Source: an optimization exercise on an open RTL-to-GDS flow (aim: small area and few clock cycles). Production flows keep margins and buffers that such runs may drop.
Where RTL was checked, it was by simulation tests only, not by an equivalence proof against the original.
No activity file was given, so power comes from the tool's default toggle rates.

Setup of run a:
==> module F, before the edit <==
module F(
    input empty,
    input [15:0] iu,
    input [15:0] iv,
    input [15:0] offset,
    input [PRECISION-1:0] indatar,
    input [PRECISION-1:0] indatai,
    output read,
    output valid,
    output [15:0] gind,
    output [15:0] cind,
    output [PRECISION-1:0] outdatar,
    output [PRECISION-1:0] outdatai,
    input clk,
    input rst
    );
	parameter PRECISION = 32;
	parameter GSIZE = 32;
	parameter SUPPORT = 7;
	parameter SSIZE = 2*SUPPORT+1;
	reg [3:0] k;	 
	wire last = (k == SSIZE - 1);
	always @(posedge clk)
		if (rst)
			k <= 0;
		else if (!empty)
			k <= last ? 4'd0 : k + 4'd1;
	wire [3:0] n0 = offset[3:0], n1 = offset[7:4], n2 = offset[11:8], n3 = offset[15:12];
	wire [5:0] t = n1 + n2 + n3;		 
	wire [5:0] s = t + n0;			 
	wire [1:0] sh = s[5:4];
	wire [3:0] sl = s[3:0];
	wire e = (sl + sh >= 15);
	wire [5:0] l = t + k + sh + e;		 
	wire [8:0] u = {n3, n3} + n2;		 
	assign cind = {3'd0, u + l[5:4], l[3:0]};
	assign valid = !empty;
	assign read = !empty && last;
	assign gind = GSIZE * (iv + k) + iu - SUPPORT;
	assign outdatar = indatar;
	assign outdatai = indatai;
endmodule
clock: 8.0 ns
lec_check: 0
cap_margin: 20
core_margin: 2
core_utilization: 40
slew_margin: 20
standard.sh (not shown) runs the stock make flow with config.mk's settings and CLKGATE_MAP_FILE= SYNTH_SCRIPT=/design/flow/synth_recipe.tcl, a recipe that flattens the netlist after the stock synthesis.
==> flow/flow/run.sh <==
#!/bin/bash
# Standard layout, but synthesis keeps adders as plain gates for ABC (no
# full/half-adder cells) and uses ABC's area script.
bash standard.sh ADDER_MAP_FILE= ABC_AREA=1 finish > standard.log 2>&1
Testbench counts of run a, summed over its fixed seeds: cycles 21,630.
## Diff of input files: run b against run a
-- flow/design.v --
<<< run a, line 57
			k <= last ? 4'd0 : k + 4'd1;
	wire [3:0] n0 = offset[3:0], n1 = offset[7:4], n2 = offset[11:8], n3 = offset[15:12];
	wire [5:0] t = n1 + n2 + n3;		 
	wire [5:0] s = t + n0;			 
	wire [1:0] sh = s[5:4];
	wire [3:0] sl = s[3:0];
	wire e = (sl + sh >= 15);
	wire [5:0] l = t + k + sh + e;		 
	wire [8:0] u = {n3, n3} + n2;		 
	assign cind = {3'd0, u + l[5:4], l[3:0]};
	assign valid = !empty;
	assign read = !empty && last;
	assign gind = GSIZE * (iv + k) + iu - SUPPORT;
	assign outdatar = indatar;
	assign outdatai = indatai;
>>> run b, line 57
			k <= last ? 4'd0 : k + 4'd1;
	wire [3:0] n0 = offset[3:0], n1 = offset[7:4], n2 = offset[11:8], n3 = offset[15:12];
	wire [4:0] a = n2 + n3;
	wire [5:0] b = n1 + a;
	wire [5:0] s = n0 + b;		 
	wire [2:0] c = (s >= 15) + (s >= 30) + (s >= 45) + (s >= 60);
	wire [5:0] lo = b + c + k;	 
	assign valid = !empty;
	assign read = !empty && last;
	assign gind = GSIZE * (iv + k) + iu - SUPPORT;
	assign cind = {n3, 8'd0} + {a, 4'd0} + lo;
	assign outdatar = indatar;
	assign outdatai = indatai;
Notes after the runs:
Power: run b draws more than run a
Run b and run a ended up with roughly the same fraction of area in registers.
Looking at number of nets in the layout, run b sits 0.47% below run a.
Row non-filler instance count after layout: run b higher / run a lower
[compare] base=run a new=run b: wire length of the first global-routing pass dropped 150 um, worst setup slack lower, relative contribution of the clock network to total power moved down, critical path depth up about 11%, routed wire length saw an increase.
Only the layout flow was run in run b; the RTL was not checked for function there.

========
Setup of rev 12:
F, a different RTL version from the one above (not shown whole).
Size in the first run: ~4 flip-flops, roughly 210 I/O pins, about 2100 sq um of cells after synthesis.
==> flow/design.v (excerpt) <==
module F(
    input empty,
    input [15:0] iu,
    input [15:0] iv,
    input [15:0] offset,
    input [PRECISION-1:0] indatar,
    input [PRECISION-1:0] indatai,
    output read,
    output valid,
    output [15:0] gind,
    output [15:0] cind,
    output [PRECISION-1:0] outdatar,
    output [PRECISION-1:0] outdatai,
    input clk,
    input rst
    );
==> module F, before the edit <==
module F(
    input empty,
    input [15:0] iu,
    input [15:0] iv,
    input [15:0] offset,
    input [PRECISION-1:0] indatar,
    input [PRECISION-1:0] indatai,
    output read,
    output valid,
    output [15:0] gind,
    output [15:0] cind,
    output [PRECISION-1:0] outdatar,
    output [PRECISION-1:0] outdatai,
    input clk,
    input rst
    );
	parameter PRECISION = 32;
	parameter GSIZE = 32;
	parameter SUPPORT = 7;
	parameter SSIZE = 2*SUPPORT+1;
	reg [3:0] k;	 
	wire last = (k == SSIZE - 1);
	always @(posedge clk)
		if (rst)
			k <= 0;
		else if (!empty)
			k <= last ? 4'd0 : k + 4'd1;
	function [16:0] radd(input [15:0] a, input [15:0] b, input ci);
		integer i;
		reg c;
		begin
			c = ci;
			for (i = 0; i < 16; i = i + 1) begin
				radd[i] = a[i] ^ b[i] ^ c;
				c = (a[i] & b[i]) | (c & (a[i] ^ b[i]));
			end
			radd[16] = c;
		end
	endfunction
	function [31:0] csa(input [15:0] a, input [15:0] b, input [15:0] c);
		csa = {(a & b) | (a & c) | (b & c), a ^ b ^ c};
	endfunction
	function [16:0] padd(input [15:0] a, input [15:0] b, input ci);
		reg [15:0] g, p, gg, pp;
		integer i, j, l;
		begin
			g = a & b;
			p = a ^ b;
			gg = g;
			pp = p;
			gg[0] = g[0] | (p[0] & ci);
			for (l = 0; l < 4; l = l + 1)
				for (i = 0; i < 16; i = i + 1)
					if ((i >> l) & 1) begin
						j = ((i >> (l + 1)) << (l + 1)) + (1 << l) - 1;
						gg[i] = gg[i] | (pp[i] & gg[j]);
						pp[i] = pp[i] & pp[j];
					end
			padd = {gg[15], p ^ {gg[14:0], ci}};
		end
	endfunction
	wire [3:0] n0 = offset[3:0], n1 = offset[7:4], n2 = offset[11:8], n3 = offset[15:12];
	wire [16:0] a = padd(n2, n3, 1'b0);			 
	wire [16:0] p = padd(n0, n1, 1'b0);			 
	wire [16:0] s = padd(p[4:0], a[4:0], 1'b0);		 
	reg [2:0] c;
	always @(*)
		case (s[5:0])
			0, 1, 2, 3, 4, 5, 6, 7, 8, 9, 10, 11, 12, 13, 14: c = 3'd0;
			15, 16, 17, 18, 19, 20, 21, 22, 23, 24, 25, 26, 27, 28, 29: c = 3'd1;
			30, 31, 32, 33, 34, 35, 36, 37, 38, 39, 40, 41, 42, 43, 44: c = 3'd2;
			45, 46, 47, 48, 49, 50, 51, 52, 53, 54, 55, 56, 57, 58, 59: c = 3'd3;
			default: c = 3'd4;
		endcase
	wire [31:0] dc = csa(n1, a[4:0], k);
	wire [16:0] d = padd(dc[4:0], {dc[20:16], 1'b0}, 1'b0);	 
	wire [16:0] u = radd(n3, a[4], 1'b0);			 
	wire [16:0] bh = padd({u[4:0], a[3:0]}, d[5:4], 1'b0);
	wire [16:0] q = padd({bh[8:0], d[3:0]}, c, 1'b0);
	assign cind = {3'd0, q[12:0]};
	assign valid = !empty;
	assign read = !empty && last;
	wire [16:0] gl = radd(iu[4:0], 5'd25, 1'b0);
	wire [31:0] g1 = csa(iv[10:0], iu[15:5], 11'h7ff);
	wire [31:0] g2 = csa(g1[10:0], {g1[25:16], 1'b0}, k);
	wire [16:0] gh = radd(g2[10:0], {g2[25:16], 1'b0}, gl[5]);
	assign gind = {gh[10:0], gl[4:0]};
	assign outdatar = indatar;
	assign outdatai = indatai;
endmodule
export LEC_CHECK = 0
export CAP_MARGIN = 20
export CORE_MARGIN = 2
export CORE_UTILIZATION = 55
export CTS_BUF_LIST = sky130_fd_sc_hd__clkbuf_2
export CTS_CLUSTER_DIAMETER = 200
export CTS_CLUSTER_SIZE = 20
export SLEW_MARGIN = 20
create_clock -name core_clock -period 8.0 [get_ports {clk}]
==> flow/flow/run.sh <==
#!/bin/bash
# Standard layout with two changes to synthesis: adders stay plain gates
# (no full/half-adder cells) and ABC maps with flow/abc.script.
# Each tool's output goes to a log file in the work folder.
set -e
W=$(pwd)
{ head -n 1 synth_recipe.tcl; cat flow/abc_proc.tcl; tail -n +2 synth_recipe.tcl; } > own_synth.tcl
export MY_ABC_SCRIPT=$W/flow/abc.script MY_ABC_D=4500
bash standard.sh ADDER_MAP_FILE= SYNTH_SCRIPT=$W/own_synth.tcl BUFFER_PORTS_ARGS="-buffer_cell sky130_fd_sc_hd__buf_1" finish > standard.log 2>&1
==> flow/flow/abc.script <==
strash; dch; amap; topo; stime -c
==> flow/flow/abc_proc.tcl <==
# Own ABC script for technology mapping: synth.tcl calls abc with its
# -script and -D; this replaces the script with $MY_ABC_SCRIPT, in which
# {D} stands for the delay target $MY_ABC_D (ps).
proc abc {args} {
  set f [open $::env(MY_ABC_SCRIPT) r]
  set s [string map [list "{D}" $::env(MY_ABC_D)] [read $f]]
  close $f
  set script $::env(OBJECTS_DIR)/own_abc.script
  set f [open $script w]
  puts $f $s
  close $f
  set out {}
  for {set i 0} {$i < [llength $args]} {incr i} {
    set a [lindex $args $i]
    if {$a eq "-script"} { incr i; lappend out -script $script; continue }
    if {$a eq "-D"} { incr i; continue }
    lappend out $a
  }
  yosys abc {*}$out
}
Inputs modified between rev 12 and rev 13:
--- a/flow/design.v
+++ b/flow/design.v
@@ -88,26 +88,26 @@
 					end
 			padd = {gg[15], p ^ {gg[14:0], ci}};
 		end
 	endfunction
 	wire [3:0] n0 = offset[3:0], n1 = offset[7:4], n2 = offset[11:8], n3 = offset[15:12];
 	wire [16:0] a = padd(n2, n3, 1'b0);			 
-	wire [16:0] p = padd(n0, n1, 1'b0);			 
-	wire [16:0] s = padd(p[4:0], a[4:0], 1'b0);		 
+	wire [31:0] sc = csa(n0, n1, a[4:0]);
+	wire [16:0] s = padd(sc[4:0], {sc[20:16], 1'b0}, 1'b0);	 
 	reg [2:0] c;
 	always @(*)
 		case (s[5:0])
 			0, 1, 2, 3, 4, 5, 6, 7, 8, 9, 10, 11, 12, 13, 14: c = 3'd0;
 			15, 16, 17, 18, 19, 20, 21, 22, 23, 24, 25, 26, 27, 28, 29: c = 3'd1;
 			30, 31, 32, 33, 34, 35, 36, 37, 38, 39, 40, 41, 42, 43, 44: c = 3'd2;
 			45, 46, 47, 48, 49, 50, 51, 52, 53, 54, 55, 56, 57, 58, 59: c = 3'd3;
 			default: c = 3'd4;
 		endcase
 	wire [31:0] dc = csa(n1, a[4:0], k);
 	wire [16:0] d = padd(dc[4:0], {dc[20:16], 1'b0}, 1'b0);	 
-	wire [16:0] u = radd(n3, a[4], 1'b0);			 
+	wire [16:0] u = padd(n3, a[4], 1'b0);			 
 	wire [16:0] bh = padd({u[4:0], a[3:0]}, d[5:4], 1'b0);
 	wire [16:0] q = padd({bh[8:0], d[3:0]}, c, 1'b0);
 	assign cind = {3'd0, q[12:0]};
 	assign valid = !empty;
 	assign read = !empty && last;
 	wire [16:0] gl = radd(iu[4:0], 5'd25, 1'b0);
Results
Max post-route clock period utilization across rev 12 and rev 13: rev 13. When rev 13 is measured against rev 12, its post-detailed-route via-to-cell ratio turns out 1.3% higher. Re fraction of area in registers: rev 12 and rev 13 aren't equal, and the higher value belongs to rev 12. Relative to rev 12, the overall power of the completed layout measured on rev 13 has increased by a little under 10%. In rev 13, the clock network fraction of design power came out 1.2 points below the value in rev 12. Compared to rev 12, rev 13 leaves less free space in the core. Taking rev 12 as the reference, in rev 13 via count up 118, post-synthesis compound-gate area fraction up 0.81 points, post-layout worst setup margin down 0.081 ns, clock network area share flat, wire length down 9.9%. Rev 13 ends up with a switching fraction of total power that is 2.5 points lower than in rev 12. Relative to rev 12, cell leakage power increased by 0.55% in rev 13.
No run of this note included a check of the RTL's function; only the layout flow was run.

========
## P
F, a different RTL version from the one above (not shown whole).
Size in the first run: about 410 cells after synthesis, roughly 210 I/O pins, ~2200 um^2 of cells after synthesis.
==> module F, before the edit <==
module F(
    input empty,
    input [15:0] iu,
    input [15:0] iv,
    input [15:0] offset,
    input [PRECISION-1:0] indatar,
    input [PRECISION-1:0] indatai,
    output read,
    output valid,
    output [15:0] gind,
    output [15:0] cind,
    output [PRECISION-1:0] outdatar,
    output [PRECISION-1:0] outdatai,
    input clk,
    input rst
    );
	parameter PRECISION = 32;
	parameter GSIZE = 32;
	parameter SUPPORT = 7;
	parameter SSIZE = 2*SUPPORT+1;
	reg [3:0] k;	 
	wire last = (k == SSIZE - 1);
	always @(posedge clk)
		if (rst)
			k <= 0;
		else if (!empty)
			k <= last ? 4'd0 : k + 4'd1;
	function [31:0] csa(input [15:0] a, input [15:0] b, input [15:0] c);
		csa = {(a & b) | (a & c) | (b & c), a ^ b ^ c};
	endfunction
	function [16:0] padd(input [15:0] a, input [15:0] b, input ci);
		reg [15:0] g, p, gg, pp;
		integer i, j, l;
		begin
			g = a & b;
			p = a ^ b;
			gg = g;
			pp = p;
			gg[0] = g[0] | (p[0] & ci);
			for (l = 0; l < 4; l = l + 1)
				for (i = 0; i < 16; i = i + 1)
					if ((i >> l) & 1) begin
						j = ((i >> (l + 1)) << (l + 1)) + (1 << l) - 1;
						gg[i] = gg[i] | (pp[i] & gg[j]);
						pp[i] = pp[i] & pp[j];
					end
			padd = {gg[15], p ^ {gg[14:0], ci}};
		end
	endfunction
	wire [3:0] n0 = offset[3:0], n1 = offset[7:4], n2 = offset[11:8], n3 = offset[15:12];
	wire [31:0] t = csa(n1, n2, n3);			 
	wire [31:0] sc = csa(t[3:0], {t[19:16], 1'b0}, n0);
	wire [16:0] s = padd(sc[4:0], {sc[20:16], 1'b0}, 1'b0);	 
	reg [2:0] c;
	always @(*)
		case (s[5:0])
			0, 1, 2, 3, 4, 5, 6, 7, 8, 9, 10, 11, 12, 13, 14: c = 3'd0;
			15, 16, 17, 18, 19, 20, 21, 22, 23, 24, 25, 26, 27, 28, 29: c = 3'd1;
			30, 31, 32, 33, 34, 35, 36, 37, 38, 39, 40, 41, 42, 43, 44: c = 3'd2;
			45, 46, 47, 48, 49, 50, 51, 52, 53, 54, 55, 56, 57, 58, 59: c = 3'd3;
			default: c = 3'd4;
		endcase
	wire [31:0] dc = csa(t[3:0], {t[19:16], 1'b0}, k);
	wire [16:0] d = padd(dc[4:0], {dc[20:16], 1'b0}, 1'b0);	 
	wire [16:0] u = padd({n3, n3}, n2, 1'b0);		 
	wire [16:0] bh = padd(u[8:0], d[5:4], 1'b0);
	wire [16:0] q = padd({bh[8:0], d[3:0]}, c, 1'b0);
	assign cind = {3'd0, q[12:0]};
	assign valid = !empty;
	assign read = !empty && last;
	wire [16:0] iu7 = padd(iu, 16'hfff9, 1'b0);
	wire [31:0] gc = csa(iv[10:0], iu7[15:5], k);
	wire [16:0] gh = padd(gc[10:0], {gc[25:16], 1'b0}, 1'b0);
	assign gind = {gh[10:0], iu7[4:0]};
	assign outdatar = indatar;
	assign outdatai = indatai;
endmodule
Settings: LEC_CHECK=0, CAP_MARGIN=20, CORE_MARGIN=2, CORE_UTILIZATION=55, CTS_BUF_LIST=sky130_fd_sc_hd__clkbuf_2, SLEW_MARGIN=20; clock period 8.0 ns.
Scripts as last shown in full above: flow/flow/run.sh, flow/flow/abc.script, flow/flow/abc_proc.tcl
Testbench counts of P, summed over its fixed seeds: cycles 21,630.
Inputs modified between P and Q:
--- a/flow/design.v
+++ b/flow/design.v
@@ -53,10 +53,22 @@
 	always @(posedge clk)
 		if (rst)
 			k <= 0;
 		else if (!empty)
 			k <= last ? 4'd0 : k + 4'd1;
+	function [16:0] radd(input [15:0] a, input [15:0] b, input ci);
+		integer i;
+		reg c;
+		begin
+			c = ci;
+			for (i = 0; i < 16; i = i + 1) begin
+				radd[i] = a[i] ^ b[i] ^ c;
+				c = (a[i] & b[i]) | (c & (a[i] ^ b[i]));
+			end
+			radd[16] = c;
+		end
+	endfunction
 	function [31:0] csa(input [15:0] a, input [15:0] b, input [15:0] c);
 		csa = {(a & b) | (a & c) | (b & c), a ^ b ^ c};
 	endfunction
 	function [16:0] padd(input [15:0] a, input [15:0] b, input ci);
 		reg [15:0] g, p, gg, pp;
@@ -90,18 +102,18 @@
 			45, 46, 47, 48, 49, 50, 51, 52, 53, 54, 55, 56, 57, 58, 59: c = 3'd3;
 			default: c = 3'd4;
 		endcase
 	wire [31:0] dc = csa(t[3:0], {t[19:16], 1'b0}, k);
 	wire [16:0] d = padd(dc[4:0], {dc[20:16], 1'b0}, 1'b0);	 
-	wire [16:0] u = padd({n3, n3}, n2, 1'b0);		 
+	wire [16:0] u = radd({n3, n3}, n2, 1'b0);		 
 	wire [16:0] bh = padd(u[8:0], d[5:4], 1'b0);
 	wire [16:0] q = padd({bh[8:0], d[3:0]}, c, 1'b0);
 	assign cind = {3'd0, q[12:0]};
 	assign valid = !empty;
 	assign read = !empty && last;
-	wire [16:0] iu7 = padd(iu, 16'hfff9, 1'b0);
+	wire [16:0] iu7 = radd(iu, 16'hfff9, 1'b0);
 	wire [31:0] gc = csa(iv[10:0], iu7[15:5], k);
-	wire [16:0] gh = padd(gc[10:0], {gc[25:16], 1'b0}, 1'b0);
+	wire [16:0] gh = radd(gc[10:0], {gc[25:16], 1'b0}, 1'b0);
 	assign gind = {gh[10:0], iu7[4:0]};
 	assign outdatar = indatar;
 	assign outdatai = indatai;
 endmodule
==> comparison <==
- Q finished every step from synthesis to the final layout, and the layout passed the timing, design-rule and antenna checks.
- Taking P as the reference point, the maximum cell stage delay along the critical path of Q falls by 0.17 ns.
- Endpoint of the worst setup timing path = cind[9]: P; endpoint of the worst setup timing path = cind[11]: Q
- Q -> P: count of final max-slew check failures delta 0, exact match
- Diff P -> Q: number of cells on the critical path up 15%, overall power consumption has increased, maximum number of pins on one net before global-route repair fell 2.
- Changes observed in Q relative to P: final worst slack picked up an extra 0.013 ns, relative contribution of the clock network to total power went down.
Only the layout flow was run in Q; the RTL was not checked for function there.

port drivers added, routing unchanged:
The flow's constraints put no driver on any port. The routed layouts listed below were extracted and timed again, unchanged, in two steps. Step 1 sets driving cells, clkbuf_16 on the clock port and buf_2 on the other inputs (assumed; they add their load-dependent delay and slew). Step 2, shift: input delay + t, output delay - t, t = (earliest + latest rising clock arrival at the registers) / 2. This alone moves slack from input paths to output paths. Three values: no drivers, after step 1, after step 2; two values: the first two.
run	shift t [ns]	slack for setup (ns)	worst setup path at the end	worst register clock-pin slew, ns	worst data-port slew with drivers (ns)
run a	0.248	0.992 / 0.967 / 0.967	input to output	0.03 / 0.03	0.09
run b	0.239	0.550 / 0.529 / 0.529	input to output	0.03 / 0.03	0.10
rev 12	0.242	0.629 / 0.605 / 0.605	input to output	0.06 / 0.06	0.11
rev 13	0.230	0.548 / 0.528 / 0.528	input to output	0.05 / 0.05	0.10
P	0.225	0.555 / 0.531 / 0.531	input to output	0.04 / 0.04	0.16
Q	0.226	0.568 / 0.547 / 0.547	input to output	0.04 / 0.04	0.12
After both steps every run listed still meets setup and hold. The setup slack of run a, which loses most, moves by -0.025 ns with the drivers and by -0.025 ns with both steps.
